Background: an optimization exercise with open tools, aiming at small area, a short achievable clock period and few clock cycles. Do not read the settings as production practice. The RTL was checked by simulation tests, not by an equivalence proof against the original design. Power and IR drop assume default switching activity.

==> flow/design.v (excerpt) <==
module DATAPATH(Product, done, clk, multiplicand, multiplier, start, rst);
For scale: ~830 cells after synthesis, roughly 64 flip-flops, about 70 I/O pins, ~8600 um^2 of cells after synthesis.
==> flow/config.mk <==
export PLATFORM = sky130hd
export DESIGN_NAME = DATAPATH
export DESIGN_NICKNAME = DATAPATH
export VERILOG_FILES = /design/flow/design.v
export SDC_FILE = /design/flow/constraint.sdc
export NUM_CORES = 4
export LEC_CHECK = 0
export ABC_AREA = 1
export CAP_MARGIN = 20
export CORE_MARGIN = 2
export CORE_UTILIZATION = 40
export CTS_BUF_LIST = sky130_fd_sc_hd__clkbuf_4 sky130_fd_sc_hd__clkbuf_8
export CTS_CLUSTER_SIZE = 30
export PLACE_DENSITY = 0.9
export SLEW_MARGIN = 20
export SYNTH_HIERARCHICAL = 1
export SYNTH_MINIMUM_KEEP_SIZE = 0
==> flow/constraint.sdc <==
create_clock -name core_clock -period 4.0 [get_ports {clk}]
set_input_delay 0.8000 -clock core_clock [delete_from_list [all_inputs] [get_ports {clk}]]
set_output_delay 0.8000 -clock core_clock [all_outputs]
set_load 0.01 [all_outputs]
standard.sh (not shown) runs the stock make flow with config.mk's settings and CLKGATE_MAP_FILE= SYNTH_SCRIPT=/design/flow/synth_recipe.tcl, a recipe that flattens the netlist after the stock synthesis.
==> flow/flow/run.sh <==
#!/bin/bash
# Standard layout, with plain buffers (instead of delay buffers) on the ports.
set -euo pipefail
export BUFFER_PORTS_ARGS="-buffer_cell sky130_fd_sc_hd__buf_2"
bash standard.sh > standard.log 2>&1
The starting point completed without violations.
Testbench counts at the start, summed over its fixed seeds: cycles 2,400.
Next try:
CTS_CLUSTER_DIAMETER = 60   (was not set)
CTS_CLUSTER_SIZE = 50   (was 30)
PLACE_DENSITY = 0.75   (was 0.9)
=>
- The new run went through all stages and came out clean
- power stays flat
- cell count is unchanged
- cell area hardly moves
- setup slack improves by 110 ps
- routed wire length went down by 3.3%
Next try:
==> flow/run.sh (new file) <==
#!/bin/bash
# synth_recipe.tcl (not shown) runs the flow's synth.tcl, then flattens the netlist and writes it again
# the make line also repeats each setting of config.mk as NAME=value (left out here)
make -C /OpenROAD-flow-scripts/flow DESIGN_CONFIG=/design/flow/config.mk WORK_HOME=/design/flow/orfs CLKGATE_MAP_FILE= SYNTH_SCRIPT=/design/flow/synth_recipe.tcl finish
CORE_UTILIZATION = 60   (was 40)
CTS_CLUSTER_DIAMETER = not set   (was 60)
CTS_CLUSTER_SIZE = 30   (was 50)
PLACE_DENSITY = not set   (was 0.75)
removed: flow/flow/run.sh
removed: flow/standard.sh
Outcome:
- total power rises by 11%
- hold slack is better by 370 ps
- final cell count fell by 4.1%
- count of clock-buffer cells in the layout goes up by 4
- global-route usage rises by 11 points
- wire length rose by 7.2%
- flip-flop and latch count does not change
- area after synthesis stays the same
Next try:
==> flow/flow/run.sh (new file) <==
#!/bin/bash
# Standard layout, with plain buffers (instead of delay buffers) on the ports.
set -euo pipefail
export BUFFER_PORTS_ARGS="-buffer_cell sky130_fd_sc_hd__buf_4"
bash standard.sh > standard.log 2>&1
==> flow/standard.sh (new file) <==
#!/bin/bash
# synth_recipe.tcl (not shown) runs the flow's synth.tcl, then flattens the netlist and writes it again
# the make line also repeats each setting of config.mk as NAME=value (left out here)
make -C /OpenROAD-flow-scripts/flow DESIGN_CONFIG=/design/flow/config.mk WORK_HOME=/design/flow/orfs CLKGATE_MAP_FILE= SYNTH_SCRIPT=/design/flow/synth_recipe.tcl "${@:-finish}"
CORE_UTILIZATION = 40   (was 60)
PLACE_DENSITY = 0.75   (was not set)
removed: flow/run.sh
Final cell count increases by 4.2%.
Count of clock-buffer cells in the layout decreases by 3.
Wire length decreases by 7.5%.
Area after synthesis does not change.
Final area decreases by 6.2%.

========
Starting RTL as in the previous note.
clock: 4.0 ns
lec_check: 0
abc_area: 1
cap_margin: 20
core_margin: 2
core_utilization: 40
cts_buf_list: sky130_fd_sc_hd__clkbuf_4 sky130_fd_sc_hd__clkbuf_8
cts_cluster_size: 30
place_density: 0.75
setup_slack_margin: -0.3
slew_margin: 20
synth_hierarchical: 1
synth_minimum_keep_size: 0
==> flow/flow/run.sh <==
#!/bin/bash
# Standard layout, with plain buffers (instead of delay buffers) on the ports.
set -euo pipefail
export BUFFER_PORTS_ARGS="-buffer_cell sky130_fd_sc_hd__buf_2"
bash standard.sh > standard.log 2>&1
The starting point finished with timing, DRC and antenna clean.
Testbench counts at the start, summed over its fixed seeds: cycles 2,400.
==> next run, changes <==
- CORE_UTILIZATION: 40 -> 60
- PLACE_DENSITY: 0.75 -> unset
- SETUP_SLACK_MARGIN: -0.3 -> unset
=> Die area fell by 33%; non-clock buffer count rises by 4; utilization increases by 22 points; total power came out lower by 1.8%; cell area goes down by 1.2%; worst setup slack degrades by 140 ps; maximum frequency shrinks by 3.8%; first-iteration DRC count shrinks by 16%.
==> next run, changes <==
- CORE_UTILIZATION: 60 -> 40
Result: The changed run completed without violations; setup slack improves by 120 ps; final cell count increases by roughly a tenth; global-route usage decreases by 9.2 points; sequential power stays flat; die area increases by well over a third; worst hold slack improves by 5.7 ps; count of clock-buffer cells in the layout decreases by 3; first-iteration DRC count increases by a few percent; sequential cell count stays the same; design area increases slightly; maximum frequency increases by a few percent.
==> next run, changes <==
- CORE_UTILIZATION: 40 -> 60
- PLACE_DENSITY: unset -> 0.75
The changed run completed without violations. Utilization rises by 22 points. Critical path depth decreases by 7. Final area came out lower slightly. First-iteration DRC count goes down by a few percent. Wire length climbs by a few percent. Setup slack got worse by 79 ps. Global-route usage rises by 10 points. Via count rose by a few percent. Sequential power stays flat. Synthesized cell count stays the same. Die area came out lower by a quarter to a third.

========
DATAPATH again, from the RTL that the note above started with.
==> flow/design.v (excerpt) <==
module DATAPATH(Product, done, clk, multiplicand, multiplier, start, rst);
==> flow/config.mk <==
export PLATFORM = sky130hd
export DESIGN_NAME = DATAPATH
export DESIGN_NICKNAME = DATAPATH
export VERILOG_FILES = /design/flow/design.v
export SDC_FILE = /design/flow/constraint.sdc
export NUM_CORES = 4
export LEC_CHECK = 0
export ABC_AREA = 1
export CAP_MARGIN = 20
export CORE_MARGIN = 2
export CORE_UTILIZATION = 40
export CTS_BUF_LIST = sky130_fd_sc_hd__clkbuf_4 sky130_fd_sc_hd__clkbuf_8
export CTS_CLUSTER_SIZE = 30
export PLACE_DENSITY = 0.75
export SETUP_SLACK_MARGIN = 0.1
export SLEW_MARGIN = 20
export SYNTH_HIERARCHICAL = 1
export SYNTH_MINIMUM_KEEP_SIZE = 0
==> flow/constraint.sdc <==
create_clock -name core_clock -period 4.0 [get_ports {clk}]
set_input_delay 0.8000 -clock core_clock [delete_from_list [all_inputs] [get_ports {clk}]]
set_output_delay 0.8000 -clock core_clock [all_outputs]
set_load 0.01 [all_outputs]
run.sh (not shown) runs the stock make flow with config.mk's settings and CLKGATE_MAP_FILE= SYNTH_SCRIPT=/design/flow/synth_recipe.tcl, a recipe that flattens the netlist after the stock synthesis.
Stock flow here: none of the scripts above is used.
Testbench counts at the start, summed over its fixed seeds: cycles 2,400.
Next try:
==> flow/flow/run.sh (new file) <==
#!/bin/bash
# Standard layout, with plain buffers (instead of delay buffers) on the ports.
set -euo pipefail
export BUFFER_PORTS_ARGS="-buffer_cell sky130_fd_sc_hd__buf_2"
bash standard.sh > standard.log 2>&1
==> flow/standard.sh (new file) <==
#!/bin/bash
# synth_recipe.tcl (not shown) runs the flow's synth.tcl, then flattens the netlist and writes it again
# the make line also repeats each setting of config.mk as NAME=value (left out here)
make -C /OpenROAD-flow-scripts/flow DESIGN_CONFIG=/design/flow/config.mk WORK_HOME=/design/flow/orfs CLKGATE_MAP_FILE= SYNTH_SCRIPT=/design/flow/synth_recipe.tcl "${@:-finish}"
CAP_MARGIN = 0   (was 20)
CORE_UTILIZATION = 60   (was 40)
CTS_BUF_LIST = default   (was sky130_fd_sc_hd__clkbuf_4 sky130_fd_sc_hd__clkbuf_8)
CTS_CLUSTER_SIZE = default   (was 30)
PLACE_DENSITY = default   (was 0.75)
SETUP_SLACK_MARGIN = default   (was 0.1)
SLEW_MARGIN = 0   (was 20)
removed: flow/run.sh
The changed run went through all stages and came out clean.
Hold slack degrades by 0.34 ns.
Die area went down by 33%.
Flip-flop and latch count does not change.
Count of clock-buffer cells in the layout went up by 2.
Final area went down by 10%.
Cell count went down by 12%.
Wire length went down by 4.4%.
Setup slack improves by 0.12 ns.
Critical path depth went down by 2.
Via count went down by 3.6%.
Power went down by 7.7%.

[static timing again, ports no longer ideal]
In the flow no input, the clock included, has a driving cell. The finished layouts below were timed again as built, in two steps.
Step 1, drivers: a clkbuf_16 drives clk and a buf_2 each remaining input, both assumed.
Step 2 also shifts input and output timing later by t, the mid clock arrival at the registers, as if the neighbouring blocks saw the same clock.
Slacks: no drivers / after step 1 / after step 2; pairs: no drivers / after step 1.
| run | t (ns) | setup slack, ns | worst setup path after step 2 | slew at the worst register clock pin (ns) |
|---|---|---|---|---|
| the first run of note 1 | 0.414 | 0.262 / 0.262 / -0.152 | input to register | 0.08 / 0.08 |
| the second run of note 1 | 0.410 | 0.373 / 0.346 / -0.018 | input to register | 0.07 / 0.07 |
| the third run of note 1 | 0.398 | 0.055 / 0.069 / -0.329 | input to register | 0.07 / 0.07 |
| the fourth run of note 1 | 0.402 | 0.357 / 0.372 / -0.030 | input to register | 0.07 / 0.07 |
| the first run of note 2 | 0.410 | 0.373 / 0.346 / -0.018 | input to register | 0.07 / 0.07 |
| the second run of note 2 | 0.407 | 0.231 / 0.226 / -0.158 | input to register | 0.08 / 0.08 |
| the third run of note 2 | 0.405 | 0.346 / 0.307 / -0.003 | input to register | 0.07 / 0.07 |
| the fourth run of note 2 | 0.406 | 0.267 / 0.253 / -0.127 | input to register | 0.08 / 0.08 |
| the first run of note 3 | 0.408 | 0.103 / 0.120 / -0.288 | input to register | 0.07 / 0.07 |
| the second run of note 3 | 0.381 | 0.219 / 0.243 / -0.138 | input to register | 0.06 / 0.06 |
Met with ideal ports but missed after step 2: setup timing in every run listed. For the first run of note 1, which loses most, drivers alone change the setup slack by 0.000 ns; drivers and shift together by -0.414 ns.
